From an optimization exercise on the open Yosys and OpenROAD flow, aimed at small area, a short achievable clock period and few clock cycles; shortcuts taken in it are not production practice.
In this exercise RTL edits were held to simulation tests only and were not proved equivalent to the original.
Power figures rest on the tool's default switching activity, not on a simulated workload.

--- flow/flow/run.sh ---
#!/bin/bash
set -euo pipefail
bash standard.sh SETUP_SLACK_MARGIN=7.0 finish > standard.log 2>&1
--- flow/standard.sh ---
#!/bin/bash
# synth_recipe.tcl (not shown) runs the flow's synth.tcl, then flattens the netlist and writes it again
# the make line also repeats each setting of config.mk as NAME=value (left out here)
make -C /OpenROAD-flow-scripts/flow DESIGN_CONFIG=/design/flow/config.mk WORK_HOME=/design/flow/orfs CLKGATE_MAP_FILE= SYNTH_SCRIPT=/design/flow/synth_recipe.tcl "${@:-finish}"
--- flow/config.mk ---
export PLATFORM = sky130hd
export DESIGN_NAME = FFT16_RTL
export DESIGN_NICKNAME = FFT16_RTL
export VERILOG_FILES = /design/flow/design.v
export SDC_FILE = /design/flow/constraint.sdc
export NUM_CORES = 8
export LEC_CHECK = 0
export CAP_MARGIN = 20
export CORE_MARGIN = 2
export CORE_UTILIZATION = 60
export CTS_BUF_LIST = sky130_fd_sc_hd__clkbuf_8
export CTS_CLUSTER_DIAMETER = 50
export CTS_CLUSTER_SIZE = 20
export SETUP_SLACK_MARGIN = 5
export SLEW_MARGIN = 30
--- flow/constraint.sdc ---
create_clock -name core_clock -period 10.0 [get_ports {clk}]
set_input_delay 2.0000 -clock core_clock [delete_from_list [all_inputs] [get_ports {clk}]]
set_output_delay 2.0000 -clock core_clock [all_outputs]
set_load 0.01 [all_outputs]
--- flow/design.v ---
module fft_csa26 (input [25:0] a, input [25:0] b, input [25:0] c,
                  output [25:0] s, output [25:0] y);
    wire [25:0] m = (a & b) | (a & c) | (b & c);
    assign s = a ^ b ^ c;
    assign y = {m[24:0], 1'b0};
endmodule
module fft_odd_tree (input [15:0] xu, input nu, input [15:0] xv, input nv,
                     output [25:0] s, output [25:0] c);
    wire [15:0] yu = xu ^ {16{nu}};
    wire [15:0] yv = xv ^ {16{nv}};
    wire [15:0] fp = {~yu[15], yu[14:0]};
    wire [15:0] fn = { yu[15], ~yu[14:0]};
    wire [15:0] gp = {~yv[15], yv[14:0]};
    wire [15:0] gn = { yv[15], ~yv[14:0]};
    wire [25:0] t0 = {fp, 10'b0};           
    wire [25:0] t1 = {4'b0, fn, 6'b0};      
    wire [25:0] t2 = {6'b0, fn, 4'b0};      
    wire [25:0] t3 = {9'b0, fp, 1'b0};      
    wire [25:0] t4 = {1'b0, gp, 9'b0};      
    wire [25:0] t5 = {3'b0, gn, 7'b0};      
    wire [25:0] t6 = {7'b0, gp, 3'b0};      
    wire [25:0] k  = nu ? (nv ? 26'h093060a : 26'h0930482)
                        : (nv ? 26'h0930258 : 26'h09300d0);
    wire [25:0] s1, y1, s2, y2, s3, y3, s4, y4, s5, y5;
    fft_csa26 c1 (t0, t1, t2, s1, y1);
    fft_csa26 c2 (t3, t4, t5, s2, y2);
    fft_csa26 c3 (s1, y1, s2, s3, y3);
    fft_csa26 c4 (y2, t6, k,  s4, y4);
    fft_csa26 c5 (s3, y3, s4, s5, y5);
    fft_csa26 c6 (s5, y5, y4, s, c);
endmodule
module fft_p724 #(parameter [25:0] K = 26'h0) (input [15:0] x, output [25:0] s, output [25:0] c);
    wire [15:0] f = {~x[15], x[14:0]};
    wire [25:0] t0 = {1'b0, f, 9'b0};
    wire [25:0] t1 = {3'b0, f, 7'b0};
    wire [25:0] t2 = {4'b0, f, 6'b0};
    wire [25:0] t3 = {6'b0, f, 4'b0};
    wire [25:0] t4 = {8'b0, f, 2'b0};
    wire [25:0] s1, y1, s2, y2, s3, y3;
    fft_csa26 c1 (t0, t1, t2, s1, y1);
    fft_csa26 c2 (t3, t4, K,  s2, y2);
    fft_csa26 c3 (s1, y1, s2, s3, y3);
    fft_csa26 c4 (s3, y3, y2, s, c);
endmodule
module fft_t724 (input [15:0] xr, input [15:0] xi, input w6,
                 output [25:0] sr, output [25:0] cr, output [25:0] si, output [25:0] ci);
    wire [25:0] pas, pac, pbs, pbc;
    fft_p724 #(26'h295fffe) pa (xr, pas, pac);
    fft_p724 #(26'h2960000) pb (xi, pbs, pbc);
    wire [25:0] ar_s = pas ^ {26{w6}}, ar_c = pac ^ {26{w6}};
    wire [25:0] u1, v1;
    fft_csa26 c1 (pbs, pbc, ar_s, u1, v1);
    wire [25:0] u2, v2;
    fft_csa26 c2 (u1, {v1[25:1], ~w6}, ar_c, u2, v2);
    assign sr = u2;
    assign cr = {v2[25:1], ~w6};
    wire [25:0] bi_s = pbs ^ {26{w6}}, bi_c = pbc ^ {26{w6}};
    wire [25:0] u3, v3;
    fft_csa26 c3 (~pas, ~pac, bi_s, u3, v3);
    wire [25:0] u4, v4;
    fft_csa26 c4 (u3, {v3[25:1], w6}, bi_c, u4, v4);
    assign si = u4;
    assign ci = {v4[25:1], w6};
endmodule
module FFT16_RTL (
    input             clk,
    input             reset,
    input             load_en,
    input      [31:0] serial_data_in,
    output reg [31:0] serial_data_out,
    output reg        data_out_valid,
    output reg        fft_done,
    output reg        fft_core_en
);
    reg [31:0] xr;
    reg        xv;                        
    reg [3:0]  idx;                       
    reg        g8, g12, xlast;            
    always @(posedge clk) begin
        xr    <= serial_data_in;
        g8    <= idx[3];
        g12   <= idx[3] & idx[2];
        xlast <= (idx == 4'd15);
        if (reset) begin
            xv  <= 1'b0;
            idx <= 4'd0;
        end else begin
            xv <= load_en;
            if (load_en) idx <= idx + 4'd1;
        end
    end
    reg [31:0] Alo0, Alo1, Alo2, Alo3;    
    reg [31:0] Ahi0, Ahi1, Ahi2, Ahi3;    
    reg [31:0] B0, B1, B2, B3;            
    reg [31:0] Bd0, Bd1, Bd2, Bd3;        
    reg [31:0] Bt;                        
    wire [15:0] xre = xr[31:16], xim = xr[15:0];
    wire [15:0] lre = Alo0[31:16], lim = Alo0[15:0];
    wire [15:0] hre = Ahi0[31:16], him = Ahi0[15:0];
    wire [15:0] s3r = xre + (g8 ? lre : 16'd0) + (g12 ? hre : 16'd0);
    wire [15:0] s3i = xim + (g8 ? lim : 16'd0) + (g12 ? him : 16'd0);
    wire [31:0] sum3 = {s3r, s3i};
    wire [31:0] lsel = xv ? Alo1 : Alo0;
    wire [31:0] d1 = {lsel[31:16] - serial_data_in[31:16], lsel[15:0] - serial_data_in[15:0]};
    wire [15:0] sa = hre ^ ~lre ^ ~xre;
    wire [15:0] ma = (hre & ~lre) | (hre & ~xre) | (~lre & ~xre);
    wire [15:0] sb = him ^ ~lim ^ ~xim;
    wire [15:0] mb = (him & ~lim) | (him & ~xim) | (~lim & ~xim);
    wire [31:0] d2a = {sa - ~{ma[14:0], 1'b1}, sb - ~{mb[14:0], 1'b1}};
    reg       run;
    reg [4:0] pc;
    always @(posedge clk) begin
        if (reset) begin
            run <= 1'b0;
            pc  <= 5'd0;
        end else if (xv & xlast) begin
            run <= 1'b1;
            pc  <= 5'd1;
        end else if (run) begin
            pc <= pc + 5'd1;
            if (pc == 5'd20) run <= 1'b0;
        end
    end
    reg        e2v;
    reg        e2last;                    
    wire [15:0] bre = B0[31:16], bim = B0[15:0];
    wire [15:0] tre = Bt[31:16], tim = Bt[15:0];
    wire [31:0] e2sum = {bre + tre, bim + tim};
    wire [31:0] e2dif = {bre - tre, bim - tim};
    reg [31:0] Min;
    reg        Mv;
    reg        f_a, f_b, f_w, f_p, f_pj;   
    reg        f_sw;                       
    reg        f_na1, f_na2, f_nb1, f_nb2, f_w6;
    reg [6:0]  Mdst;    
    reg [2:0]  k;
    reg [31:0] msrc;
    reg [6:0]  mdst;
    wire ld_s1 = load_en & idx[3];
    wire ld_a3 = xv & xlast;
    wire ld_a1 = run & (pc == 5'd1);
    wire ld_b3 = e2v & e2last;
    wire ld_b1 = run & (pc == 5'd3);
    always @(*) begin
        if (ld_s1) begin
            msrc = d1; k = idx[2:0];
            mdst = idx[2] ? 7'b000_0010 : 7'b000_0001;
        end else if (ld_a3) begin
            msrc = d2a; k = 3'd6; mdst = 7'b000_0100;
        end else if (ld_a1) begin
            msrc = Alo1; k = 3'd2; mdst = 7'b000_1000;
        end else if (ld_b3) begin
            msrc = e2dif; k = 3'd6; mdst = 7'b001_0000;
        end else begin
            msrc = Bd1; k = 3'd2; mdst = 7'b010_0000;
        end
    end
    always @(posedge clk) begin
        if (reset) Mv <= 1'b0;
        else Mv <= ld_s1 | ld_a3 | ld_a1 | ld_b3 | ld_b1;
        Min   <= msrc;
        Mdst  <= mdst;
        f_a   <= k[0];
        f_w   <= (k == 3'd2) | (k == 3'd6);
        f_p   <= (k == 3'd0);
        f_pj  <= (k == 3'd4);
        f_sw  <= (k == 3'd3) | (k == 3'd5);
        f_na1 <= (k != 3'd1);
        f_na2 <= (k == 3'd5);
        f_nb1 <= (k == 3'd7);
        f_nb2 <= (k != 3'd3);
        f_w6  <= (k == 3'd6);
    end
    wire [15:0] mr = Min[31:16], mi = Min[15:0];
    wire [25:0] oas, oac, obs, obc;
    fft_odd_tree ota (.xu(mr), .nu(f_na1), .xv(mi), .nv(f_na2), .s(oas), .c(oac));
    fft_odd_tree otb (.xu(mi), .nu(f_nb1), .xv(mr), .nv(f_nb2), .s(obs), .c(obc));
    wire [25:0] wsr, wcr, wsi, wci;
    fft_t724 wt (.xr(mr), .xi(mi), .w6(f_w6), .sr(wsr), .cr(wcr), .si(wsi), .ci(wci));
    wire sa_r = f_a & ~f_sw, sb_r = f_a & f_sw;
    wire [25:0] csr = ({26{sa_r}} & oas) | ({26{sb_r}} & obs) | ({26{f_w}} & wsr) |
                      ({26{f_p}} & {mr, 10'b0}) | ({26{f_pj}} & {mi, 10'b0});
    wire [25:0] ccr = ({26{sa_r}} & oac) | ({26{sb_r}} & obc) | ({26{f_w}} & wcr);
    wire [25:0] csi = ({26{sb_r}} & oas) | ({26{sa_r}} & obs) | ({26{f_w}} & wsi) |
                      ({26{f_p}} & {mi, 10'b0}) | ({26{f_pj}} & {~mr, 10'b0});
    wire [25:0] cci = ({26{sb_r}} & oac) | ({26{sa_r}} & obc) | ({26{f_w}} & wci) |
                      ({26{f_pj}} & 26'h400);
    reg [25:0] Sr, Cr, Si, Ci;
    reg [6:0]  Tdst;
    always @(posedge clk) begin
        Sr <= csr; Cr <= ccr;
        Si <= csi; Ci <= cci;
        Tdst <= (reset | ~Mv) ? 7'd0 : Mdst;
    end
    wire [25:0] rr = Sr + Cr;
    wire [25:0] ri = Si + Ci;
    wire [31:0] mres = {rr[25:10], ri[25:10]};
    reg [1:0] e2c;
    always @(posedge clk) begin
        if (reset) begin
            e2v <= 1'b0;
            e2c <= 2'd0;
        end else begin
            e2v <= Tdst[1];
            if (e2v) e2c <= e2c + 2'd1;
        end
        e2last <= Tdst[1] & (e2c == 2'd3 - {1'b0, e2v});
    end
    always @(posedge clk) begin
        if (xv) begin
            Ahi0 <= Ahi1; Ahi1 <= Ahi2; Ahi2 <= Ahi3; Ahi3 <= sum3;
            Alo0 <= Alo1; Alo1 <= Alo2; Alo2 <= Alo3; Alo3 <= g12 ? d2a : Ahi0;
        end else begin
            if (Tdst[3]) Alo1 <= mres;
            if (Tdst[2]) Alo3 <= mres;
        end
        Bt <= mres;
        if (Tdst[0] | e2v) begin
            B0 <= B1; B1 <= B2; B2 <= B3; B3 <= Tdst[0] ? mres : e2sum;
        end
        if (e2v & e2c == 2'd0) Bd0 <= e2dif;
        if (Tdst[5] | (e2v & e2c == 2'd1)) Bd1 <= Tdst[5] ? mres : e2dif;
        if (e2v & e2c == 2'd2) Bd2 <= e2dif;
        if (Tdst[4]) Bd3 <= mres;
    end
    reg        oact;                      
    reg [3:0]  ok;                        
    reg [3:0]  orow;                      
    reg        rj;                        
    reg        xsel, ngr, ngq_r, ngs_r, ngq_i, ngs_i, ngr_i, k2r, kia, kib, kic, olast_n;
    wire [3:0] okn = oact ? ok + 4'd1 : 4'd0;
    wire [1:0] mdn = okn[3:2];            
    wire       rjn = okn[1];
    wire [1:0] nim = {1'b0, mdn[0] ^ rjn} + {1'b0, mdn[0] ^ mdn[1]} + {1'b0, mdn[1]};
    always @(posedge clk) begin
        if (reset) oact <= 1'b0;
        else if (run & pc == 5'd2) oact <= 1'b1;
        else if (ok == 4'd15) oact <= 1'b0;
        ok      <= okn;
        orow    <= 4'b0001 << okn[1:0];
        rj      <= rjn;
        xsel    <= mdn[0];
        ngr     <= mdn[0];
        ngr_i   <= mdn[0] ^ rjn;
        ngq_r   <= mdn[1];
        ngs_r   <= mdn[0] ^ mdn[1];
        ngq_i   <= mdn[0] ^ mdn[1];
        ngs_i   <= mdn[1];
        k2r     <= mdn[0] | mdn[1];
        kia     <= nim != 2'd0;
        kib     <= nim[1];
        kic     <= nim == 2'd3;
        olast_n <= (okn == 4'd15);
    end
    wire [31:0] P = ({32{orow[0]}} & Ahi0) | ({32{orow[1]}} & B0) |
                    ({32{orow[2]}} & Alo0) | ({32{orow[3]}} & Bd0);
    wire [31:0] Q = ({32{orow[0]}} & Ahi1) | ({32{orow[1]}} & B1) |
                    ({32{orow[2]}} & Alo1) | ({32{orow[3]}} & Bd1);
    wire [31:0] R = ({32{orow[0]}} & Ahi2) | ({32{orow[1]}} & B2) |
                    ({32{orow[2]}} & Alo2) | ({32{orow[3]}} & Bd2);
    wire [31:0] S = ({32{orow[0]}} & Ahi3) | ({32{orow[1]}} & B3) |
                    ({32{orow[2]}} & Alo3) | ({32{orow[3]}} & Bd3);
    wire [15:0] ar_ = P[31:16];
    wire [15:0] br_ = (rj ? R[15:0] : R[31:16]) ^ {16{ngr}};
    wire [15:0] cr_ = (xsel ? Q[15:0] : Q[31:16]) ^ {16{ngq_r}};
    wire [15:0] dr_ = (xsel ? S[15:0] : S[31:16]) ^ {16{ngs_r}};
    wire [15:0] ai_ = P[15:0];
    wire [15:0] bi_ = (rj ? R[31:16] : R[15:0]) ^ {16{ngr_i}};
    wire [15:0] ci_ = (xsel ? Q[31:16] : Q[15:0]) ^ {16{ngq_i}};
    wire [15:0] di_ = (xsel ? S[31:16] : S[15:0]) ^ {16{ngs_i}};
    wire [15:0] s1r = ar_ ^ br_ ^ cr_;
    wire [15:0] m1r = (ar_ & br_) | (ar_ & cr_) | (br_ & cr_);
    wire [15:0] c1r = {m1r[14:0], k2r};
    wire [15:0] s1i = ai_ ^ bi_ ^ ci_;
    wire [15:0] m1i = (ai_ & bi_) | (ai_ & ci_) | (bi_ & ci_);
    wire [15:0] c1i = {m1i[14:0], kia};
    wire [15:0] m2r = (s1r & c1r) | (s1r & dr_) | (c1r & dr_);
    wire [15:0] m2i = (s1i & c1i) | (s1i & di_) | (c1i & di_);
    wire [15:0] s2r = s1r ^ c1r ^ dr_;
    wire [15:0] c2r = {m2r[14:0], k2r};
    wire [15:0] s2i = s1i ^ c1i ^ di_;
    wire [15:0] c2i = {m2i[14:0], kib};
    reg [15:0] OSr, OCr, OSi, OCi;
    reg        ov1, olast, ocin;
    always @(posedge clk) begin
        OSr <= s2r; OCr <= c2r; OSi <= s2i; OCi <= c2i;
        ocin  <= kic;
        olast <= oact & olast_n;
        ov1   <= reset ? 1'b0 : oact;
    end
    always @(posedge clk) begin
        serial_data_out <= {OSr + OCr, OSi + OCi + {15'd0, ocin}};
        if (reset) begin
            data_out_valid <= 1'b0;
            fft_done       <= 1'b0;
            fft_core_en    <= 1'b0;
        end else begin
            data_out_valid <= ov1;
            fft_done       <= ov1 & olast;
            if (load_en && idx == 4'd15) fft_core_en <= 1'b1;
            else if (ov1 & olast)        fft_core_en <= 1'b0;
        end
    end
endmodule
==> reports/metrics.csv, run 1 <==
stage;metric;value;unit
synthesis;synth_top_cell_area_share;24.9;%
cells_and_area;finalNonFillerCells;7202;
timing;fmax;264;MHz
route;num_vias;46000;
setup_path;slowest_stage;fa_2;
place;preCtsSetupSlack;5.09;ns
setup_path;crit_top_cell;fa_1;
cells_and_area;nNetsFinal;6643;
pwr;clockPowerShare;33.2;%
pwr;power.switching;0.00264;W
route;routed_wl;210000;microns
synthesis;avgSynthCellArea;10.5;sq um
setup_path;crit_fanout;4;
global_routing;first_global_vias;44900;
setup_path;critPathMaxStageDelay;0.60;ns
die;ios;70;
die;dieArea;99200;sq um
setup_path;arrival;4.43;ns
setup_path;cp_top_family;adder cells;
timing;tns;0;ns
route;wl_met2;94400;microns
global_routing;grt_max_degree;88;
setup_path;r2r_cells;10;
timing;slew-limit-headroom;32.9;%
die;initial_core_util;60.2;%
pwr;p_int;0.00596;W
setup_path;worst-setup-path-type;reg2reg;
setup_path;end_kind;flop;
cts;clkLatencyLatePin;0.79;ns
pwr;leakage;28.0;nW
global_routing;grt_antenna_before_repair;8;
route;drt-met1-wl;76100;microns
setup_path;start_kind;flop;
global_routing;grt_overflow;0;
route;dr.pass1.iters;6;
route;wl_met3;22600;microns
timing;fin_crit;3.79;ns
timing;setup_violations;0;
timing;finalCritPeriodShare;37.9;%
setup_path;timing.rr.end;Si[19];
cts;clock_path_buffers;3;
setup_path;r2r-start;Min[12];
cts;cts_max_level;3;
route;routedWlPerCell;29.2;microns
route;remaining_drc_errors;0;
synthesis;ys_types;103;
synthesis;synth_area_leaders;edfxtp_1, fa_1, dfxtp_1;
job;max-cap-violations;0;
cells_and_area;area_delta_synth_final;21.6;%
pwr;p_seq_share;46.9;%
die;die_h;315;microns
setup_path;worstPathRequired;10.64;ns
place;dp_hpwl;145000;microns
die;core;96300;sq um
synthesis;syn_inst;5529;
synthesis;yosysWarnings;1;
place;port_buffers;69;
setup_path;cp_num_buf_inv;2;
global_routing;grt_usage;41.9;%
pwr;comb_power_share;19.9;%
cts;cts_tree;done;
timing;final.setup.worst_slack;6.21;ns
global_routing;grt_pass1_wl;299000;microns
place;place_area;60400;sq um
timing;rsz0062_at_grt;yes;
setup_path;cp-endpoint;Si[19];
synthesis;yosysMostFrequentCell;inv_1;
place;placedCellCount;6645;
cts;ctsRootBufferMaster;clkbuf_8;
setup_path;path_depth;10;
pwr;p_per_area;122;nW/um^2
timing;hold_viol;0;
die;fp.dieW;315;microns
cts;clkTransAtPathRegs;0.09;ns
timing;tightest_slew;0.999;ns
route;final_antenna_net_count;0;
synthesis;async_flop_share;0;%
die;rows;114;
synthesis;synth-seq-cells;866;
timing;fin_hold_ws;0.340;ns
hold_path;min_path_type;reg2reg;
synthesis;netlist.top_cell.by_area;edfxtp_1;
synthesis;ys.flop_type;edfxtp_1;
cells_and_area;drive_gt1_share;24.7;%
pwr;ir_worst_vdd;0.000108;V
setup_path;worstSetupStartpoint;Min[12];
setup_path;crit_chain;buf_12, clkinvlp_4, fa_1, fa_1, fa_2, xor2_2, fa_2, fa_1, o22ai_1, a221o_1;
cts;numCtsBuffers;100;
cts;cts_sinks;866;
timing;slew_viol_final;0;
pwr;netSwitchingFraction;30.7;%
setup_path;reg2reg_slack;6.21;ns
synthesis;synth_nets;6341;
cells_and_area;fin_area;70600;sq um
synthesis;synth_area;58000;sq um
timing;skew;0.0524;ns
route;vias_per_cell;6.39;
place;globalplace.congestion;0.972;
outcome;status;no timing/DRC/antenna violations;
synthesis;yosysSeqAreaShare;38.2;%
route;drt_iter0_markers;5436;
synthesis;synth_common_cells;inv_1, edfxtp_1, fa_1;
route;top_layer;met5;
synthesis;synth_edf_count;480;
registers in the layout (all words and copies together), names as in the netlist, 32 cells and up:
name	count
Ahi0	32
Ahi1	32
Ahi2	32
Ahi3	32
Alo0	32
Alo1	32
Alo2	32
Alo3	32
B0	32
B1	32
B2	32
B3	32
Bd0	32
Bd1	32
Bd2	32
Bd3	32
Bt	32
Min	32
serial_data_out	32
xr	32
metrics by stage:
step                      total power [W]  util [%]
after floorplan                   0.00492         -
after global placement            0.00538      62.8
after detailed placement          0.00540      62.8
after CTS                         0.00842      70.7
after global routing              0.00887      73.3
final                             0.00860      73.3
per-layer routing:
layer / GRT usage, % / up-vias
met5: 0.967 / -
met2: 65.4 / 2842
met4: 26.9 / 6
li1: - / 19800
met1: 53.4 / 22700
met3: 8.36 / 673
kinds of logic (layout without fill, tap and decap cells):
| kind of cell | count (synthesis) | count (layout) | share of synthesized area (%) |
|---|---|---|---|
| compound gates | 1239 | 1239 | 14.4 |
| xor+xnor | 519 | 519 | 7.88 |
| fa+ha+maj | 789 | 789 | 22.2 |
| buf+inv | 924 | 1314 | 6.07 |
| flops | 866 | 866 | 38.2 |
| mux | 155 | 155 | 2.82 |
| other cells | 0 | 7 | 0 |
| simple gates | 1037 | 1037 | 8.52 |
cell usage in the layout (no fill, tap or decap), types with 28 or more instances in the layout:
cell type	Yosys	routed
fa_1	403	305
inv_2	2	66
ha_1	374	278
xnor2_2	2	30
ha_4	0	68
fa_2	0	98
o22ai_1	73	70
xnor2_1	338	295
nor3_1	66	57
a21o_1	47	47
buf_12	0	45
buf_4	0	281
xor2_2	1	38
a22oi_1	258	238
mux2_2	58	44
mux2i_1	95	89
xor2_4	0	38
buf_6	1	79
a21oi_1	201	167
clkbuf_8	3	103
and2_1	91	80
inv_1	637	566
edfxtp_1	480	480
a221o_1	33	33
nor2b_1	38	30
dfxtp_4	0	46
ha_2	0	28
o21ai_0	290	239
nand2_1	385	368
nand3_1	131	121
nor2_1	174	162
a21oi_2	3	28
xor2_1	178	103
o21a_1	43	43
o21ai_1	13	36
dfxtp_1	386	316
power groups by stage:
| stage | registers, W | logic (W) | clock network (W) |
|---|---|---|---|
| floorplan | 0.00410 | 0.000825 | 0 |
| global placement | 0.00410 | 0.00128 | 0 |
| detailed placement | 0.00411 | 0.00130 | 0 |
| CTS | 0.00402 | 0.00153 | 0.00286 |
| global route | 0.00404 | 0.00183 | 0.00300 |
| finish | 0.00403 | 0.00171 | 0.00285 |
worst reg2reg max path: cells and delay by family (launching register included):
family / cells / cell delay, ns
flip-flops: 1 / 0.38
adder cells (fa/ha/maj): 5 / 2.52
buffers and inverters: 2 / 0.25
AO/OA/AOI/OAI: 2 / 0.36
XOR/XNOR: 1 / 0.19
area by class of cell:
type | instances | area, sq um
multi-input cells | 3739 | 36700
clock inverters | 87 | 936
repair buffers | 482 | 5030
fillers | 6782 | 25700
diodes | 7 | 17.5
inverters | 642 | 2470
flip-flops and latches | 866 | 22300
well taps | 1276 | 1600
clock buffers | 103 | 1420
timing repair:
item                                   in CTS  in global routing
resized for setup                         751                364
cloned                                     10                  2
pin swaps                                 161                181
setup endpoints to repair                 368                275
endpoints found under the hold margin       0                  0
hold buffers                                0                  0
setup buffers                             262                 86
how the worst min path moves through the flow:
stage | start | end | slack (ns) | cells after the start
after floorplan | kib | OCi[0] | 0.31 | 0
after global placement | kib | OCi[0] | 0.31 | 0
after detailed placement | kic | ocin | 0.32 | 0
after CTS | kic | ocin | 0.34 | 0
after global routing | kic | ocin | 0.35 | 0
final | kic | ocin | 0.34 | 0
Testbench counts, summed over its fixed seeds: cycles 18,440.
==> run 2, diff against run 1 <==
==> flow/flow/run.sh (replaced) <==
#!/bin/bash
set -euo pipefail
bash standard.sh SETUP_SLACK_MARGIN=6.1 finish > standard.log 2>&1
==> reports/metrics.csv, run 2 <==
stage;metric;value;unit
cells_and_area;nNetsFinal;6369;
cells_and_area;drive_gt1_share;9.95;%
synthesis;netlist.top_cell.by_area;edfxtp_1;
cts;cts_tree;done;
synthesis;synth_edf_count;480;
cells_and_area;final_common_cell;inv_1;
outcome;status;no timing/DRC/antenna violations;
cts;clkTransAtPathRegs;0.10;ns
cts;cts_max_level;3;
cts;cts_sinks;866;
hold_path;min_path_type;reg2reg;
global_routing;grt_antenna_before_repair;5;
cts;numCtsBuffers;105;
setup_path;crit_top_cell;fa_2;
cts;hold_buffers;0;
synthesis;yosysWarnings;1;
route;routed_wl;194000;microns
cells_and_area;fin_area;63500;sq um
synthesis;synth_area_leaders;edfxtp_1, fa_1, dfxtp_1;
synthesis;syn_inst;5529;
place;placedCellCount;6666;
timing;fin_crit;3.86;ns
route;num_vias;43400;
cells_and_area;final_cell_mix;inv_1, edfxtp_1, nand2_1;
die;fp.dieW;315;microns
setup_path;cp_num_buf_inv;2;
setup_path;crit_fanout;14;
setup_path;critPathMaxStageDelay;0.57;ns
hold_path;hp-start;kib;
global_routing;grt_pass1_wl;278000;microns
pwr;p_per_area;131;nW/um^2
setup_path;start_kind;flop;
setup_path;reg2reg_slack;6.14;ns
pwr;netSwitchingFraction;30.5;%
synthesis;synth-seq-cells;866;
timing;finalCritPeriodShare;38.6;%
die;ios;70;
place;place_area;59900;sq um
route;remaining_drc_errors;0;
place;dp_hpwl;144000;microns
cts;ctsRootBufferMaster;clkbuf_8;
route;drt_iter0_markers;5436;
job;max-cap-violations;0;
timing;skew;0.0378;ns
die;dieArea;99200;sq um
cells_and_area;finalNonFillerCells;6928;
timing;slew-limit-headroom;30.0;%
cells_and_area;filler_cell_count;7720;
global_routing;grt_max_degree;88;
route;routedWlPerCell;28.0;microns
pwr;comb_power_share;16.5;%
cts;clock_path_buffers;3;
setup_path;worstPathRequired;10.68;ns
die;core;96300;sq um
pwr;p_seq_share;48.5;%
timing;tns;0;ns
pwr;ir_worst_vdd;0.0000934;V
pwr;clockPowerShare;35.0;%
setup_path;worstSetupStartpoint;Min[7];
synthesis;synth_area;58000;sq um
cts;clkLatencyLatePin;0.82;ns
place;preCtsSetupSlack;4.85;ns
cells_and_area;area_delta_synth_final;9.53;%
setup_path;cp_top_family;adder cells;
die;die_h;315;microns
synthesis;yosysSeqAreaShare;38.2;%
synthesis;yosysMostFrequentCell;inv_1;
global_routing;grt_overflow;0;
synthesis;ys.flop_type;edfxtp_1;
synthesis;avgSynthCellArea;10.5;sq um
setup_path;arrival;4.55;ns
route;final_antenna_net_count;0;
timing;rsz0062_at_grt;yes;
timing;hold_viol;0;
pwr;leakage;25.7;nW
route;vias_per_cell;6.26;
timing;final.setup.worst_slack;6.14;ns
place;port_buffers;69;
die;initial_core_util;60.2;%
global_routing;first_global_vias;41800;
setup_path;crit_chain;buf_12, fa_2, inv_1, fa_2, fa_1, xor2_1, fa_2, fa_1, o22ai_1, a221o_1;
setup_path;r2r-start;Min[7];
timing;fmax;259;MHz
timing;tightest_slew;1.05;ns
cells_and_area;seq_area;22200;sq um
setup_path;end_kind;flop;
cells_and_area;multiInputGateArea;32800;sq um
timing;setup_violations;0;
setup_path;slowest_stage;fa_2;
synthesis;synth_common_cells;inv_1, edfxtp_1, fa_1;
pwr;p_int;0.00577;W
timing;slew_viol_final;0;
route;dr.pass1.iters;6;
place;globalplace.congestion;1.00;
die;rows;114;
timing;fin_hold_ws;0.335;ns
global_routing;grt_usage;38.8;%
synthesis;synth_top_cell_area_share;24.9;%
synthesis;ys_types;103;
synthesis;async_flop_share;0;%
setup_path;worst-setup-path-type;reg2reg;
synthesis;synth_nets;6341;
pwr;power.switching;0.00253;W
==> run 2: cell counts after synthesis <==
No cell type changed its count.
==> run 2: power groups by stage <==
stage / Clock (W) / Sequential [W] / Combinational, W
after global placement: 0 / 0.00411 / 0.00129
after floorplan: 0 / 0.00410 / 0.000808
after detailed placement: 0 / 0.00411 / 0.00130
final: 0.00291 / 0.00403 / 0.00137
after global routing: 0.00305 / 0.00404 / 0.00148
after CTS: 0.00291 / 0.00403 / 0.00133
==> run 2: cell families (layout without fill, tap and decap cells) <==
| group | count (synthesis) | after routing | synth area share [%] |
|---|---|---|---|
| AOI/OAI and AO/OA | 1239 | 1239 | 14.4 |
| and+or+nand+nor | 1037 | 1038 | 8.52 |
| buffers and inverters | 924 | 1044 | 6.07 |
| DFF | 866 | 866 | 38.2 |
| adders and majority gates | 789 | 789 | 22.2 |
| xor gates and xnor gates | 519 | 519 | 7.88 |
| muxes | 155 | 155 | 2.82 |
| other | 0 | 2 | 0 |
==> run 2: final timing paths <==
| path | to | depth (start not counted) |
|---|---|---|
| worst max register to register | Si[16] | 10 |
| worst min-delay path | OCi[0] | 0 |
| worst max-delay path | Si[16] | 10 |
| worst min register to register | OCi[0] | 0 |
==> run 2: area by class of cell <==
type,count,share of cell area (%)
multi-input cells,3740,51.6
flip-flops and latches,866,35.0
inverters,642,3.82
repair buffers,202,3.23
well taps,1276,2.51
clock buffers,111,2.40
clock inverters,89,1.40
diodes,2,0.00788
==> run 2: what timing repair did <==
item	in CTS	in global routing
buffers inserted	8	50
setup endpoints to repair	103	45
gates cloned	2	0
gates resized for setup	76	106
pin swaps	4	26
==> run 2: per-layer routing <==
layer  vias to the layer above  global-route usage, %  share of wire (%)
met4                        10                   19.5                5.6
met1                     21400                   51.4                 38
met2                      2292                   60.5                 45
met5                         -                      0              0.039
met3                       396                   8.51                 11
li1                      19200                      -                  -
==> run 2: through the flow <==
step	power [W]	util (%)
floorplan	0.00491	-
global placement	0.00539	62.2
detailed placement	0.00541	62.2
global route	0.00858	66.0
CTS	0.00827	65.1
finish	0.00830	66.0
==> run 3, diff against run 2 <==
==> flow/flow/run.sh (replaced) <==
#!/bin/bash
set -euo pipefail
bash standard.sh SETUP_SLACK_MARGIN=6.5 finish > standard.log 2>&1
==> reports/metrics.csv, run 3 <==
stage;metric;value;unit
setup_path;start_kind;flop;
setup_path;crit_fanout;5;
synthesis;netlist.top_cell.by_area;edfxtp_1;
synthesis;synth_top_cell_area_share;24.9;%
synthesis;synth_area;58000;sq um
setup_path;worstPathRequired;10.65;ns
cts;cts_sinks;866;
synthesis;yosysWarnings;1;
timing;tns;0;ns
synthesis;synth_edf_count;480;
timing;fmax;263;MHz
timing;rsz0062_at_grt;yes;
synthesis;syn_inst;5529;
pwr;leakage;26.9;nW
pwr;ir_worst_vdd;0.000128;V
timing;tightest_slew;1.01;ns
global_routing;grt_usage;39.8;%
route;dr.pass1.iters;6;
synthesis;synth_area_leaders;edfxtp_1, fa_1, dfxtp_1;
place;globalplace.congestion;0.971;
route;routedWlPerCell;28.5;microns
timing;finalCritPeriodShare;38.1;%
cts;clkTransAtPathRegs;0.10;ns
die;rows;114;
cts;hold_buffers;0;
place;port_buffers;69;
timing;fin_crit;3.81;ns
cells_and_area;filler_cell_count;7390;
timing;setup_violations;0;
setup_path;crit_top_cell;fa_2;
route;routed_wl;201000;microns
job;max-cap-violations;0;
outcome;status;no timing/DRC/antenna violations;
timing;slew-limit-headroom;32.2;%
global_routing;first_global_vias;42500;
die;dieArea;99200;sq um
die;core;96300;sq um
global_routing;grt_pass1_wl;283000;microns
cells_and_area;drive_gt1_share;15.8;%
cts;ctsRootBufferMaster;clkbuf_8;
cts;clkLatencyLatePin;0.82;ns
route;drt_iter0_markers;5942;
setup_path;crit_chain;buf_6, fa_2, inv_1, fa_2, fa_1, xor2_1, fa_2, fa_1, o22ai_1, a221o_1;
setup_path;end_kind;flop;
route;vias_per_cell;6.28;
cells_and_area;final_common_cell;inv_1;
pwr;total_power;0.00838;W
synthesis;avgSynthCellArea;10.5;sq um
synthesis;yosysSeqAreaShare;38.2;%
setup_path;critPathMaxStageDelay;0.54;ns
timing;skew;0.0648;ns
synthesis;synth-seq-cells;866;
route;final_antenna_net_count;0;
hold_path;min_path_type;reg2reg;
die;die_h;315;microns
die;fp.dieW;315;microns
synthesis;synth_common_cells;inv_1, edfxtp_1, fa_1;
cells_and_area;final_cell_mix;inv_1, edfxtp_1, nand2_1;
synthesis;async_flop_share;0;%
pwr;p_per_area;126;nW/um^2
setup_path;slowest_stage;fa_2;
cts;cts_tree;done;
global_routing;grt_max_degree;103;
global_routing;grt_overflow;0;
cts;numCtsBuffers;104;
timing;hold_viol;0;
timing;slew_viol_final;0;
cells_and_area;area_delta_synth_final;14.7;%
synthesis;yosysMostFrequentCell;inv_1;
cts;clock_path_buffers;3;
synthesis;synth_nets;6341;
cts;cts_max_level;3;
route;remaining_drc_errors;0;
cells_and_area;nNetsFinal;6511;
synthesis;ys_types;103;
setup_path;worst-setup-path-type;reg2reg;
place;place_area;60000;sq um
die;ios;70;
route;num_vias;44400;
die;initial_core_util;60.2;%
global_routing;grt_antenna_before_repair;4;
cells_and_area;fin_area;66500;sq um
place;dp_hpwl;143000;microns
setup_path;arrival;4.46;ns
synthesis;ys.flop_type;edfxtp_1;
[run 3: cell counts after synthesis]
No cell type changed its count.
[run 3: cells by family after synthesis]
| group | after synthesis | synth area share (%) |
|---|---|---|
| buffers and inverters | 924 | 6.07 |
| AO/OA/AOI/OAI | 1239 | 14.4 |
| XOR/XNOR | 519 | 7.88 |
| flip-flops | 866 | 38.2 |
| AND/OR/NAND/NOR | 1037 | 8.52 |
| adder cells (fa/ha/maj) | 789 | 22.2 |
| multiplexers | 155 | 2.82 |
[run 3: final timing paths]
kind / from / cells after the start / to / slack, ns
max: Min[10] / 10 / Si[16] / 6.19
min: kic / 0 / ocin / 0.34
max reg2reg: Min[10] / 10 / Si[16] / 6.19
min reg2reg: kic / 0 / ocin / 0.34
[run 3: final cells by class]
class | instances | area, sq um | area share (%)
clock inverters | 89 | 943 | 1.42
multi-input cells | 3739 | 34200 | 51.4
flip-flops and latches | 866 | 22300 | 33.5
clock buffers | 109 | 1500 | 2.25
inverters | 642 | 2440 | 3.67
repair buffers | 346 | 3540 | 5.32
well taps | 1276 | 1600 | 2.40
diodes | 4 | 10.0 | 0.0150
[run 3: power by group]
group / switching, W / total, W / internal, W
sequential: 0.000110 / 0.00402 / 0.00391
combinational: 0.000827 / 0.00146 / 0.000628
clock: 0.00163 / 0.00291 / 0.00127
total: 0.00257 / 0.00838 / 0.00581
[run 3: stage by stage]
step	hold WS (ns)	utilization (%)	cells	worst slack [ns]
after global routing	0.341	69.1	7069	6.12
after global placement	0.315	62.2	6648	4.80
after CTS	0.338	67.3	7001	6.22
after floorplan	0.310	-	5529	5.72
after detailed placement	0.314	62.3	6648	4.98
final	0.337	69.1	7071	6.19
[run 3: worst max-delay path: cells and delay by family (launching register included)]
kind                     cells  cell delay (ns)
buffers and inverters        2             0.21
AO/OA/AOI/OAI                2             0.37
flip-flops                   1             0.38
XOR/XNOR                     1             0.22
adder cells (fa/ha/maj)      5             2.50
[run 3: repair_timing]
item                       4_1_cts  5_1_grt
setup endpoints to repair      206      117
setup buffers                  151       62
pin swaps                       74      112
resized for setup              286      234
gates cloned                     4        4
[run 3: metal layers]
metal	track usage [%]	part of all wire (%)	vias up
met4	21.3	6.6	4
li1	-	-	19500
met1	53.0	38	21800
met2	61.4	45	2589
met3	7.97	11	536
met5	0	0.012	-
==> run 4, diff against run 3 <==
--- a/flow/config.mk
+++ b/flow/config.mk
@@ -7,7 +7,7 @@
 export LEC_CHECK = 0
 export CAP_MARGIN = 20
 export CORE_MARGIN = 2
-export CORE_UTILIZATION = 60
+export CORE_UTILIZATION = 70
 export CTS_BUF_LIST = sky130_fd_sc_hd__clkbuf_8
 export CTS_CLUSTER_DIAMETER = 50
 export CTS_CLUSTER_SIZE = 20
==> reports/metrics.csv, run 4 <==
stage;metric;value;unit
route;num_vias;47500;
cts;clkLatencyLatePin;0.80;ns
die;initial_core_util;70.6;%
job;max-cap-violations;0;
synthesis;synth_area_leaders;edfxtp_1, fa_1, dfxtp_1;
cells_and_area;filler_cell_count;4900;
global_routing;busiest_layer;met2;
synthesis;synth_common_cells;inv_1, edfxtp_1, fa_1;
synthesis;yosysSeqAreaShare;38.2;%
timing;fin_crit;4.06;ns
global_routing;grt_max_degree;85;
global_routing;met2_usage;70.9;%
timing;hold_viol;0;
hold_path;min_path_type;reg2reg;
synthesis;yosysMostFrequentCell;inv_1;
timing;finalCritPeriodShare;40.6;%
die;rows;105;
synthesis;avgSynthCellArea;10.5;sq um
pwr;ir_worst_vdd;0.000106;V
cells_and_area;nNetsFinal;6523;
global_routing;first_global_vias;45400;
timing;skew;0.0411;ns
timing;fmax;246;MHz
synthesis;netlist.top_cell.by_area;edfxtp_1;
timing;tightest_slew;1.10;ns
die;ios;70;
timing;tns;0;ns
cells_and_area;final_common_cell;inv_1;
timing;rsz0062_at_grt;yes;
cts;clock_path_buffers;3;
global_routing;grt_util_met3;13.3;%
synthesis;syn_inst;5529;
setup_path;arrival;4.73;ns
global_routing;grt_overflow;0;
cts;numCtsBuffers;92;
setup_path;crit_fanout;5;
cts;cts_tree;done;
pwr;leakage;26.8;nW
global_routing;grt_antenna_before_repair;8;
outcome;status;no timing/DRC/antenna violations;
synthesis;synth_nets;6341;
cts;clkTransAtPathRegs;0.10;ns
global_routing;met1_usage;58.9;%
synthesis;async_flop_share;0;%
cts;cts_sinks;866;
cells_and_area;final_core_util;80.3;%
place;port_buffers;69;
synthesis;synth_edf_count;480;
setup_path;worst-setup-path-type;reg2reg;
setup_path;start_kind;flop;
cts;ctsRootBufferMaster;clkbuf_8;
synthesis;synth_top_cell_area_share;24.9;%
cells_and_area;final_cell_mix;inv_1, edfxtp_1, nand2_1;
route;routed_wl;210000;microns
pwr;p_per_area;125;nW/um^2
cts;hold_buffers;0;
synthesis;ys.flop_type;edfxtp_1;
route;dr.pass1.iters;7;
route;final_antenna_net_count;0;
pwr;total_power;0.00822;W
timing;slew-limit-headroom;26.4;%
synthesis;ys_types;103;
die;dieArea;85200;sq um
die;fp.dieW;292;microns
route;vias_per_cell;6.92;
global_routing;grt_usage;47.1;%
synthesis;synth-seq-cells;866;
synthesis;synth_area;58000;sq um
cells_and_area;drive_gt1_share;15.4;%
synthesis;yosysWarnings;1;
global_routing;grt_pass1_wl;291000;microns
die;core;82100;sq um
timing;slew_viol_final;0;
cells_and_area;area_delta_synth_final;13.7;%
route;routedWlPerCell;30.5;microns
place;globalplace.congestion;1.01;
setup_path;worstPathRequired;10.67;ns
setup_path;end_kind;flop;
place;dp_hpwl;140000;microns
cts;cts_max_level;3;
die;die_h;292;microns
route;remaining_drc_errors;0;
route;drt_iter0_markers;7654;
timing;setup_violations;0;
-- run 4: cell count changes in the layout (fill, tap and decap cells not counted), sizes merged --
| cell | previous run | this run |
|---|---|---|
| clkinv | 29 | 27 |
| clkinvlp | 16 | 18 |
| clkbuf | 116 | 98 |
| dlygate4sd2 | 37 | 42 |
| buf | 276 | 298 |
| bufbuf | 3 | 7 |
| and2 | 91 | 93 |
| diode | 4 | 5 |
| dlymetal6s2s | 3 | 0 |
| inv | 681 | 670 |
| clkdlybuf4s15 | 2 | 1 |
-- run 4: what timing repair did --
item | 4_1_cts | 5_1_grt
resized for setup | 312 | 174
pin swaps | 112 | 74
endpoints found under the setup margin | 204 | 108
gates cloned | 9 | 0
endpoints found under the hold margin | 0 | 0
buffers inserted | 178 | 58
-- run 4: area by class of cell --
cell class                      instances  area [sq um]  share of cell area (%)
Clock buffer                           96          1320                    2.00
Antenna cell                            5          12.5                  0.0190
Multi-Input combinational cell       3741         34000                    51.6
Inverter                              642          2450                    3.71
Sequential cell                       866         22300                    33.8
Timing Repair Buffer                  368          3630                    5.50
Clock inverter                         78           873                    1.32
Tap cell                             1070          1340                    2.03
-- run 4: where the power goes --
group / switching [W] / internal, W
logic: 0.000862 / 0.000616
registers: 0.000107 / 0.00391
clock network: 0.00159 / 0.00113
-- run 4: cell families (layout without fill, tap and decap cells) --
| group | Yosys count | in the layout | synth area share, % |
|---|---|---|---|
| other cells | 0 | 5 | 0 |
| xor+xnor | 519 | 519 | 7.88 |
| compound gates | 1239 | 1239 | 14.4 |
| mux | 155 | 155 | 2.82 |
| simple gates | 1037 | 1039 | 8.52 |
| flops | 866 | 866 | 38.2 |
| buf+inv | 924 | 1184 | 6.07 |
| fa+ha+maj | 789 | 789 | 22.2 |
-- run 4: worst paths after layout --
kind | cells past startpoint | end | from | slack, ns
max | 10 | Sr[16] | Min[27] | 5.94
min reg2reg | 0 | OCi[0] | kib | 0.34
min | 0 | OCi[0] | kib | 0.34
max reg2reg | 10 | Sr[16] | Min[27] | 5.94
-- run 4: critical path, stage by stage, from the launching register on --
cell	delay, ns
dfxtp_4	0.43
buf_4	0.18
buf_4	0.19
maj3_1	0.37
xnor2_1	0.67
fa_1	0.55
inv_1	0.09
fa_1	0.46
fa_2	0.58
mux2i_1	0.08
a221o_1	0.33
-- run 4: routing by layer --
layer	vias to the layer above	wire, microns	part of all wire [%]
li1	19500	-	-
met1	22800	68700	33
met2	4140	88900	42
met3	1071	31600	15
met4	2	20300	9.7
met5	-	69	0.033
-- run 4: through the flow --
stage | instance area, sq um | hold slack [ns] | std cells | setup WS, ns
3_5_place_dp | 59600 | 0.313 | 6442 | 4.94
3_3_place_gp | 59600 | 0.314 | 6442 | 5.07
4_1_cts | 64700 | 0.337 | 6803 | 6.22
2_1_floorplan | 58500 | 0.310 | 5529 | 5.72
6_report | 65900 | 0.337 | 6866 | 5.94
5_1_grt | 65900 | 0.346 | 6862 | 5.93
==> run 5, diff against run 4 <==
--- a/flow/design.v
+++ b/flow/design.v
@@ -125,7 +125,6 @@
     reg        e2last;                    
     wire [15:0] bre = B0[31:16], bim = B0[15:0];
     wire [15:0] tre = Bt[31:16], tim = Bt[15:0];
-    wire [31:0] e2sum = {bre + tre, bim + tim};
     wire [31:0] e2dif = {bre - tre, bim - tim};
     reg [31:0] Min;
     reg        Mv;
@@ -206,23 +205,6 @@
         end
         e2last <= Tdst[1] & (e2c == 2'd3 - {1'b0, e2v});
     end
-    always @(posedge clk) begin
-        if (xv) begin
-            Ahi0 <= Ahi1; Ahi1 <= Ahi2; Ahi2 <= Ahi3; Ahi3 <= sum3;
-            Alo0 <= Alo1; Alo1 <= Alo2; Alo2 <= Alo3; Alo3 <= g12 ? d2a : Ahi0;
-        end else begin
-            if (Tdst[3]) Alo1 <= mres;
-            if (Tdst[2]) Alo3 <= mres;
-        end
-        Bt <= mres;
-        if (Tdst[0] | e2v) begin
-            B0 <= B1; B1 <= B2; B2 <= B3; B3 <= Tdst[0] ? mres : e2sum;
-        end
-        if (e2v & e2c == 2'd0) Bd0 <= e2dif;
-        if (Tdst[5] | (e2v & e2c == 2'd1)) Bd1 <= Tdst[5] ? mres : e2dif;
-        if (e2v & e2c == 2'd2) Bd2 <= e2dif;
-        if (Tdst[4]) Bd3 <= mres;
-    end
     reg        oact;                      
     reg [3:0]  ok;                        
     reg [3:0]  orow;                      
@@ -280,6 +262,9 @@
     wire [15:0] c2r = {m2r[14:0], k2r};
     wire [15:0] s2i = s1i ^ c1i ^ di_;
     wire [15:0] c2i = {m2i[14:0], kib};
+    wire [15:0] sum_r = (ov1 ? OSr : bre) + (ov1 ? OCr : tre);
+    wire [15:0] sum_i = (ov1 ? OSi : bim) + (ov1 ? OCi : tim) + {15'd0, ov1 & ocin};
+    wire [31:0] e2sum = {sum_r, sum_i};
     reg [15:0] OSr, OCr, OSi, OCi;
     reg        ov1, olast, ocin;
     always @(posedge clk) begin
@@ -289,7 +274,7 @@
         ov1   <= reset ? 1'b0 : oact;
     end
     always @(posedge clk) begin
-        serial_data_out <= {OSr + OCr, OSi + OCi + {15'd0, ocin}};
+        serial_data_out <= {sum_r, sum_i};
         if (reset) begin
             data_out_valid <= 1'b0;
             fft_done       <= 1'b0;
@@ -301,4 +286,21 @@
             else if (ov1 & olast)        fft_core_en <= 1'b0;
         end
     end
+    always @(posedge clk) begin
+        if (xv) begin
+            Ahi0 <= Ahi1; Ahi1 <= Ahi2; Ahi2 <= Ahi3; Ahi3 <= sum3;
+            Alo0 <= Alo1; Alo1 <= Alo2; Alo2 <= Alo3; Alo3 <= g12 ? d2a : Ahi0;
+        end else begin
+            if (Tdst[3]) Alo1 <= mres;
+            if (Tdst[2]) Alo3 <= mres;
+        end
+        Bt <= mres;
+        if (Tdst[0] | e2v) begin
+            B0 <= B1; B1 <= B2; B2 <= B3; B3 <= Tdst[0] ? mres : e2sum;
+        end
+        if (e2v & e2c == 2'd0) Bd0 <= e2dif;
+        if (Tdst[5] | (e2v & e2c == 2'd1)) Bd1 <= Tdst[5] ? mres : e2dif;
+        if (e2v & e2c == 2'd2) Bd2 <= e2dif;
+        if (Tdst[4]) Bd3 <= mres;
+    end
 endmodule
==> flow/flow/run.sh (replaced) <==
#!/bin/bash
set -euo pipefail
bash standard.sh SETUP_SLACK_MARGIN=6.2 finish > standard.log 2>&1
--- a/flow/config.mk
+++ b/flow/config.mk
@@ -7,7 +7,7 @@
 export LEC_CHECK = 0
 export CAP_MARGIN = 20
 export CORE_MARGIN = 2
-export CORE_UTILIZATION = 70
+export CORE_UTILIZATION = 60
 export CTS_BUF_LIST = sky130_fd_sc_hd__clkbuf_8
 export CTS_CLUSTER_DIAMETER = 50
 export CTS_CLUSTER_SIZE = 20
==> reports/metrics.csv, run 5 <==
stage;metric;value;unit
synthesis;ys.flop_type;edfxtp_1;
synthesis;yosysWarnings;1;
setup_path;end_kind;flop;
cells_and_area;fin_area;63300;sq um
outcome;status;no timing/DRC/antenna violations;
synthesis;synth_edf_count;480;
cts;cts_sinks;866;
timing;skew;0.0493;ns
global_routing;grt_overflow;0;
pwr;p_per_area;124;nW/um^2
global_routing;first_global_vias;39800;
synthesis;synth_common_cells;inv_1, edfxtp_1, nand2_1;
die;fp.dieW;310;microns
place;globalplace.congestion;0.916;
die;initial_core_util;60.4;%
cts;cts_max_level;3;
setup_path;worstPathRequired;10.63;ns
route;remaining_drc_errors;0;
job;max-cap-violations;0;
synthesis;ys_types;80;
cells_and_area;filler_cell_count;7221;
cells_and_area;final_common_cell;inv_1;
cts;clkLatencyLatePin;0.78;ns
setup_path;start_kind;flop;
die;rows;112;
timing;setup_violations;0;
pwr;netSwitchingFraction;29.6;%
timing;slew_viol_final;0;
synthesis;async_flop_share;0;%
cts;hold_buffers;0;
die;core;93000;sq um
timing;rsz0062_at_grt;yes;
cells_and_area;finalNonFillerCells;6752;
cts;cts_tree;done;
route;drt_iter0_markers;5193;
pwr;total_power;0.00786;W
place;dp_hpwl;131000;microns
global_routing;grt_pass1_wl;258000;microns
pwr;ir_worst_vdd;0.000106;V
synthesis;yosysSeqAreaShare;39.4;%
route;routed_wl;179000;microns
cts;numCtsBuffers;97;
cells_and_area;nNetsFinal;6192;
timing;finalCritPeriodShare;38.2;%
synthesis;synth_area;56200;sq um
setup_path;critPathMaxStageDelay;0.59;ns
timing;fin_crit;3.82;ns
cells_and_area;seq_area;22300;sq um
pwr;comb_power_share;13.6;%
pwr;p_seq_share;50.2;%
die;dieArea;96100;sq um
place;place_area;58200;sq um
place;port_buffers;69;
synthesis;synth-seq-cells;866;
synthesis;avgSynthCellArea;10.6;sq um
synthesis;synth_top_cell_area_share;25.6;%
pwr;leakage;25.5;nW
setup_path;slowest_stage;fa_2;
setup_path;worst-setup-path-type;reg2reg;
cts;ctsRootBufferMaster;clkbuf_8;
timing;slew-limit-headroom;27.5;%
global_routing;grt_usage;37.0;%
route;routedWlPerCell;26.5;microns
global_routing;grt_max_degree;86;
cts;clkTransAtPathRegs;0.11;ns
synthesis;netlist.top_cell.by_area;edfxtp_1;
synthesis;syn_inst;5282;
pwr;power.switching;0.00233;W
cells_and_area;final_core_util;68.0;%
timing;hold_viol;0;
synthesis;synth_area_leaders;edfxtp_1, fa_1, dfxtp_1;
global_routing;grt_antenna_before_repair;4;
cells_and_area;drive_gt1_share;13.8;%
cts;clock_path_buffers;3;
setup_path;crit_chain;buf_12, clkinvlp_4, buf_12, fa_1, fa_1, inv_1, fa_2, fa_1, fa_1, o22ai_1, a221o_1;
synthesis;yosysMostFrequentCell;inv_1;
setup_path;arrival;4.45;ns
pwr;p_int;0.00553;W
timing;fmax;262;MHz
synthesis;synth_nets;6062;
pwr;clockPowerShare;36.2;%
timing;tns;0;ns
cells_and_area;multiInputGateArea;32000;sq um
die;die_h;310;microns
route;vias_per_cell;6.15;
place;placedCellCount;6419;
timing;tightest_slew;1.08;ns
setup_path;crit_fanout;5;
setup_path;crit_top_cell;fa_1;
cells_and_area;area_delta_synth_final;12.6;%
route;final_antenna_net_count;0;
setup_path;reg2reg_slack;6.18;ns
route;dr.pass1.iters;7;
cells_and_area;final_cell_mix;inv_1, edfxtp_1, nand2_1;
hold_path;min_path_type;reg2reg;
die;ios;70;
route;num_vias;41500;
-- run 5: cell types whose count changed after synthesis, moves of 12 or more --
cell      change
nand2_1      +45
o31ai_1      -17
a21oi_1      -13
o21a_1       -14
and2_1       -15
a311oi_1     -16
mux2_2       +52
o21ai_0      +12
nor2_1       -25
inv_1        -41
ha_1         -30
-- run 5: path summary, 6_finish.rpt --
| path | startpoint | endpoint | depth (start not counted) |
|---|---|---|---|
| setup / recovery | Min[26] | Si[19] | 11 |
| hold / removal | kib | OCi[0] | 0 |
| setup reg to reg | Min[26] | Si[19] | 11 |
| hold reg to reg | kib | OCi[0] | 0 |
-- run 5: worst max-delay path: cells and delay by family, from the launching register on --
kind / cells / cell delay, ns
DFF: 1 / 0.36
AOI/OAI and AO/OA: 2 / 0.35
buffers and inverters: 4 / 0.52
adders and majority gates: 5 / 2.45
-- run 5: stage by stage --
step / hold slack [ns] / setup slack, ns
after floorplan: 0.310 / 5.89
after global placement: 0.311 / 5.08
after detailed placement: 0.321 / 5.06
after CTS: 0.343 / 6.05
after global routing: 0.354 / 6.04
final: 0.341 / 6.18
-- run 5: power by group through the flow --
stage	Combinational, W	Clock [W]	Sequential, W
floorplan	0.000638	0	0.00400
global placement	0.000930	0	0.00403
detailed placement	0.000944	0	0.00403
CTS	0.00100	0.00285	0.00395
global route	0.00116	0.00299	0.00396
finish	0.00107	0.00284	0.00395
-- run 5: cell type report --
| cell class | instances | area share, % |
|---|---|---|
| sequential | 866 | 35.2 |
| tap | 1254 | 2.48 |
| multi-input combinational | 3559 | 50.6 |
| clock buffer | 99 | 2.15 |
| clock inverter | 85 | 1.53 |
| inverter | 603 | 3.63 |
| timing repair buffer | 285 | 4.40 |
| antenna | 1 | 0.00395 |
-- run 5: cells by family after synthesis --
group           synth area share, %
compound gates                 13.0
simple gates                   7.81
flops                          39.4
buf+inv                        5.72
fa+ha+maj                      22.1
xor+xnor                       8.01
mux                            3.98
-- run 5: what timing repair did --
item / CTS / global route
pin swaps: 34 / 84
buffers inserted: 61 / 84
resized for setup: 185 / 151
setup endpoints to repair: 124 / 70
gates cloned: 1 / 1
-- run 5: routing by layer --
layer	up-vias	wire, microns	global-route usage [%]
met5	-	0	0
met4	0	7300	13.8
met3	351	21500	9.67
met2	2309	77200	54.6
met1	20400	72800	52.4
li1	18500	-	-
Testbench counts of run 5, summed over its fixed seeds: cycles 18,440.
==> run 6, diff against run 5 <==
==> flow/flow/run.sh (replaced) <==
#!/bin/bash
set -euo pipefail
bash standard.sh SETUP_SLACK_MARGIN=6.0 finish > standard.log 2>&1
==> reports/metrics.csv, run 6 <==
stage;metric;value;unit
cells_and_area;fin_area;61200;sq um
cells_and_area;final_cell_mix;inv_1, edfxtp_1, nand2_1;
hold_path;hold_path_depth;0;
setup_path;worst-setup-path-type;in2reg;
synthesis;yosysMostFrequentCell;inv_1;
synthesis;synth_nets;6062;
synthesis;synth_common_cells;inv_1, edfxtp_1, nand2_1;
setup_path;arrival;4.60;ns
pwr;comb_power_share;13.1;%
cts;cts_tree;done;
pwr;p_int;0.00541;W
die;initial_core_util;60.4;%
cells_and_area;area_delta_synth_final;8.94;%
timing;skew;0.0675;ns
cells_and_area;final_common_cell;inv_1;
place;globalplace.congestion;0.922;
timing;fmax;253;MHz
route;final_antenna_net_count;0;
pwr;netSwitchingFraction;29.7;%
place;place_area;58200;sq um
route;routed_wl;175000;microns
synthesis;avgSynthCellArea;10.6;sq um
pwr;p_seq_share;51.3;%
cells_and_area;drive_gt1_share;9.66;%
place;placedCellCount;6423;
synthesis;async_flop_share;0;%
synthesis;ys.flop_type;edfxtp_1;
pwr;total_power;0.00770;W
outcome;status;no timing/DRC/antenna violations;
cts;cts_max_level;3;
place;dp_hpwl;131000;microns
timing;tightest_slew;1.17;ns
timing;tns;0;ns
setup_path;crit_fanout;4;
hold_path;hp-start;kic;
route;drt_iter0_markers;4599;
route;routedWlPerCell;26.5;microns
timing;fin_hold_ws;0.341;ns
pwr;ir_worst_vdd;0.0000868;V
timing;slew_viol_final;0;
cells_and_area;finalNonFillerCells;6629;
cts;clkTransAtPathRegs;0.11;ns
setup_path;r2r_cells;10;
setup_path;worstSetupStartpoint;serial_data_in[20];
global_routing;grt_pass1_wl;256000;microns
pwr;leakage;24.7;nW
place;port_buffers;69;
die;fp.dieW;310;microns
synthesis;yosysSeqAreaShare;39.4;%
hold_path;min_path_type;reg2reg;
pwr;p_per_area;126;nW/um^2
synthesis;netlist.top_cell.by_area;edfxtp_1;
cts;cts_sinks;866;
die;ios;70;
global_routing;grt_usage;36.6;%
setup_path;worstPathRequired;10.65;ns
pwr;power.switching;0.00229;W
synthesis;synth_top_cell_area_share;25.6;%
die;core;93000;sq um
route;remaining_drc_errors;0;
synthesis;synth_edf_count;480;
global_routing;grt_overflow;0;
timing;slew-limit-headroom;21.7;%
cts;clock_path_buffers;3;
die;rows;112;
pwr;clockPowerShare;35.6;%
setup_path;end_kind;flop;
global_routing;grt_max_degree;85;
synthesis;ys_types;80;
cells_and_area;nNetsFinal;6068;
route;vias_per_cell;6.14;
setup_path;r2r-start;B0[17];
cts;numCtsBuffers;94;
cts;ctsRootBufferMaster;clkbuf_8;
route;dr.pass1.iters;8;
global_routing;first_global_vias;39900;
timing;fin_crit;3.95;ns
timing;setup_violations;0;
synthesis;synth_area;56200;sq um
timing;finalCritPeriodShare;39.5;%
synthesis;syn_inst;5282;
synthesis;yosysWarnings;1;
synthesis;synth_area_leaders;edfxtp_1, fa_1, dfxtp_1;
cells_and_area;filler_cell_count;7539;
setup_path;start_kind;input port;
global_routing;grt_antenna_before_repair;4;
timing;hold_viol;0;
die;die_h;310;microns
synthesis;synth-seq-cells;866;
die;dieArea;96100;sq um
timing;rsz0062_at_grt;yes;
cts;clkLatencyLatePin;0.79;ns
job;max-cap-violations;0;
route;num_vias;40700;
==> run 6: cell counts after synthesis <==
Identical to the previous run, type by type.
==> run 6: final timing paths <==
check	to	slack [ns]
hold reg to reg	ocin	0.34
setup / recovery	Min[29]	6.05
setup reg to reg	Bd1[29]	6.06
hold / removal	ocin	0.34
==> run 6: routing by layer <==
metal  GRT usage, %  routed length, microns
met5              0                       0
met4           11.6                    5440
met3           10.1                   20600
met2           56.0                   78000
met1           50.9                   71400
==> run 6: cell families (layout without fill, tap and decap cells) <==
| logic type | count (synthesis) | in the layout | synth area share (%) |
|---|---|---|---|
| xor gates and xnor gates | 513 | 513 | 8.01 |
| buffers and inverters | 857 | 945 | 5.72 |
| DFF | 866 | 866 | 39.4 |
| adders and majority gates | 753 | 753 | 22.1 |
| other | 0 | 5 | 0 |
| and+or+nand+nor | 970 | 970 | 7.81 |
| muxes | 210 | 210 | 3.98 |
| AOI/OAI and AO/OA | 1113 | 1113 | 13.0 |
==> run 6: area by class of cell <==
type | count | area [sq um] | share of cell area, %
clock inverter | 81 | 896 | 1.46
sequential | 866 | 22200 | 36.3
clock buffer | 97 | 1340 | 2.18
timing repair buffer | 164 | 1610 | 2.63
multi-input combinational | 3559 | 31300 | 51.1
tap | 1254 | 1570 | 2.56
antenna | 5 | 12.5 | 0.0204
inverter | 603 | 2270 | 3.71
==> run 6: power groups by stage <==
stage	Sequential [W]	Clock, W	Combinational (W)
3_3_place_gp	0.00403	0	0.000923
6_report	0.00395	0.00274	0.00101
3_5_place_dp	0.00403	0	0.000937
4_1_cts	0.00395	0.00276	0.000974
2_1_floorplan	0.00400	0	0.000637
5_1_grt	0.00396	0.00290	0.00110
==> run 6: per-stage QoR <==
stage	utilization [%]	setup WS (ns)
after global routing	65.8	5.94
after floorplan	-	5.89
final	65.8	6.05
after detailed placement	62.6	5.04
after CTS	65.3	5.90
after global placement	62.5	4.98
==> run 6: repair_timing <==
action / CTS / global route
buffers inserted: 8 / 14
resized for setup: 59 / 82
pin swaps: 8 / 14
setup endpoints to repair: 75 / 48
gates cloned: 1 / 0
hold endpoints to repair: 0 / 0
hold buffers: 0 / 0
==> run 6: critical path, stage by stage <==
cell             delay [ns]
clkdlybuf4s50_1        0.56
inv_1                  0.07
ha_1                   0.37
o21a_1                 0.15
nor2_1                 0.05
a211oi_2               0.34
nor2_2                 0.15
a2111oi_4              0.40
mux2i_1                0.13
a221o_1                0.37
==> run 7, diff against run 6 <==
==> flow/flow/run.sh (replaced) <==
#!/bin/bash
set -euo pipefail
bash standard.sh SETUP_SLACK_MARGIN=6.1 finish > standard.log 2>&1
==> reports/metrics.csv, run 7 <==
stage;metric;value;unit
cts;clkLatencyLatePin;0.80;ns
setup_path;start_kind;input port;
synthesis;yosysWarnings;1;
pwr;netSwitchingFraction;29.6;%
cts;clkTransAtPathRegs;0.10;ns
die;dieArea;96100;sq um
synthesis;synth_common_cells;inv_1, edfxtp_1, nand2_1;
hold_path;hp-start;kib;
route;routed_wl;176000;microns
cts;cts_sinks;866;
setup_path;timing.rr.end;Bd1[31];
timing;tns;0;ns
route;final_antenna_net_count;0;
pwr;clockPowerShare;35.2;%
global_routing;grt_antenna_before_repair;6;
place;dp_hpwl;131000;microns
pwr;comb_power_share;13.4;%
hold_path;min_path_type;reg2reg;
cts;cts_max_level;3;
die;core;93000;sq um
global_routing;grt_overflow;0;
place;port_buffers;69;
die;ios;70;
timing;fin_crit;3.87;ns
synthesis;yosysMostFrequentCell;inv_1;
setup_path;crit_fanout;4;
hold_path;min_to;OCi[0];
synthesis;ys_types;80;
timing;finalCritPeriodShare;38.7;%
route;routedWlPerCell;26.3;microns
route;dr.pass1.iters;8;
pwr;total_power;0.00769;W
setup_path;arrival;4.54;ns
global_routing;grt_pass1_wl;256000;microns
setup_path;r2r-start;B0[17];
synthesis;synth_top_cell_area_share;25.6;%
setup_path;end_kind;flop;
cells_and_area;final_core_util;66.7;%
hold_path;hold_path_depth;0;
die;die_h;310;microns
route;drt_iter0_markers;4503;
pwr;leakage;25.1;nW
cells_and_area;area_delta_synth_final;10.4;%
timing;slew-limit-headroom;20.0;%
cts;cts_tree;done;
route;num_vias;40700;
cells_and_area;final_cell_mix;inv_1, edfxtp_1, nand2_1;
cts;clock_path_buffers;3;
outcome;status;no timing/DRC/antenna violations;
setup_path;r2r_cells;10;
synthesis;async_flop_share;0;%
job;max-cap-violations;0;
synthesis;synth_edf_count;480;
place;placedCellCount;6424;
die;fp.dieW;310;microns
pwr;p_per_area;124;nW/um^2
synthesis;synth_area;56200;sq um
synthesis;yosysSeqAreaShare;39.4;%
pwr;p_seq_share;51.4;%
setup_path;reg2reg_slack;6.14;ns
synthesis;synth_nets;6062;
pwr;p_int;0.00541;W
timing;hold_viol;0;
cells_and_area;finalNonFillerCells;6688;
synthesis;syn_inst;5282;
pwr;power.switching;0.00228;W
timing;setup_violations;0;
cells_and_area;nNetsFinal;6127;
global_routing;grt_usage;36.7;%
timing;fmax;258;MHz
setup_path;worst-setup-path-type;in2reg;
cts;ctsRootBufferMaster;clkbuf_8;
global_routing;grt_max_degree;101;
timing;skew;0.0653;ns
timing;slew_viol_final;0;
setup_path;worstPathRequired;10.67;ns
cts;numCtsBuffers;97;
timing;tightest_slew;1.19;ns
global_routing;first_global_vias;39900;
die;rows;112;
synthesis;netlist.top_cell.by_area;edfxtp_1;
die;initial_core_util;60.4;%
synthesis;synth-seq-cells;866;
place;globalplace.congestion;0.941;
synthesis;avgSynthCellArea;10.6;sq um
synthesis;ys.flop_type;edfxtp_1;
synthesis;synth_area_leaders;edfxtp_1, fa_1, dfxtp_1;
route;vias_per_cell;6.08;
route;remaining_drc_errors;0;
pwr;ir_worst_vdd;0.000103;V
cells_and_area;final_common_cell;inv_1;
timing;rsz0062_at_grt;yes;
cells_and_area;drive_gt1_share;11.6;%
run 7: what timing repair did:
| action | CTS | global route |
|---|---|---|
| resized for setup | 118 | 114 |
| setup buffers | 13 | 65 |
| setup endpoints to repair | 100 | 61 |
| hold buffers | 0 | 0 |
| pin swaps | 16 | 42 |
run 7: worst max-delay path by stage:
stage	start	endpoint	slack [ns]	cells past startpoint
4_1_cts	Ahi0[1]	Ahi3[15]	6.04	14
3_5_place_dp	serial_data_in[17]	Min[29]	5.06	11
3_3_place_gp	serial_data_in[17]	Min[29]	5.07	11
6_report	serial_data_in[22]	Min[30]	6.13	10
5_1_grt	Ahi0[1]	Ahi3[15]	5.96	14
2_1_floorplan	xv	Min[15]	5.89	15
run 7: cell families after synthesis:
family,Yosys count,share of synthesized area [%]
buffers and inverters,857,5.72
and+or+nand+nor,970,7.81
adders and majority gates,753,22.1
DFF,866,39.4
AOI/OAI and AO/OA,1113,13.0
xor gates and xnor gates,513,8.01
muxes,210,3.98
run 7: metrics by stage:
step / area, sq um / setup slack (ns) / hold slack [ns]
4_1_cts: 60900 / 6.04 / 0.349
3_3_place_gp: 58200 / 5.07 / 0.320
6_report: 62100 / 6.13 / 0.344
2_1_floorplan: 56400 / 5.89 / 0.310
5_1_grt: 62100 / 5.96 / 0.353
3_5_place_dp: 58200 / 5.06 / 0.319
run 7: area by class of cell:
type / count / area [sq um]
Antenna cell: 2 / 5.00
Clock buffer: 101 / 1390
Timing Repair Buffer: 220 / 2060
Multi-Input combinational cell: 3559 / 31700
Clock inverter: 83 / 825
Tap cell: 1254 / 1570
Sequential cell: 866 / 22300
Fill cell: 7451 / 31000
Inverter: 603 / 2270
run 7: critical path: stages:
cell and delay, ns:
clkdlybuf4s50_1 0.62, inv_1 0.08, ha_1 0.34, o21ai_0 0.20, a211oi_4 0.34, nor2_1 0.09, a211o_1 0.34, o21a_1 0.20
xnor2_1 0.12, o22a_1 0.20
run 7: per-layer routing:
metal	share of wire [%]	track usage, %
met4	3.6	13.1
met3	12	10.7
met2	44	55.3
met1	41	50.8
met5	0.0074	0
run 7: power groups by stage:
| stage | Sequential (W) | Clock, W | Combinational [W] |
|---|---|---|---|
| 4_1_cts | 0.00395 | 0.00273 | 0.000977 |
| 2_1_floorplan | 0.00400 | 0 | 0.000638 |
| 6_report | 0.00395 | 0.00271 | 0.00103 |
| 5_1_grt | 0.00396 | 0.00287 | 0.00113 |
| 3_3_place_gp | 0.00403 | 0 | 0.000923 |
| 3_5_place_dp | 0.00403 | 0 | 0.000938 |

==> port drivers added, routing unchanged <==
The results above use ideal ports. As a check the final layouts listed here were re-extracted and re-timed, cells and wires unchanged.
Step 1, drivers: a clkbuf_16 drives clk and a buf_2 each remaining input, both assumed.
Step 2 times the ports against the registers' clock, not the clock port: input delays grow and output delays shrink by t, the midpoint of the rising clock arrivals with the driver on.
Slacks: no drivers / after step 1 / after step 2; pairs: no drivers / after step 1.
run	t, ns	setup WS [ns]	clock arrival spread, ns	slew at the worst register clock pin (ns)	worst slew at a driven data input, ns
run 1	0.843	6.208 / 6.208 / 5.718	0.053 / 0.053	0.11 / 0.11	0.17
run 2	0.876	6.139 / 6.139 / 5.326	0.040 / 0.040	0.11 / 0.11	0.09
run 3	0.857	6.192 / 6.192 / 5.656	0.065 / 0.065	0.11 / 0.11	0.10
run 4	0.851	5.940 / 5.940 / 5.663	0.047 / 0.047	0.12 / 0.12	0.14
run 5	0.829	6.176 / 6.176 / 5.400	0.050 / 0.051	0.11 / 0.11	0.04
run 6	0.830	6.050 / 6.065 / 5.275	0.068 / 0.068	0.12 / 0.12	0.04
run 7	0.838	6.131 / 6.138 / 5.340	0.066 / 0.065	0.11 / 0.11	0.04
After both steps setup and hold are still met in every run listed. For run 2, which loses most, drivers alone change the setup slack by 0.000 ns; drivers and shift together by -0.813 ns.
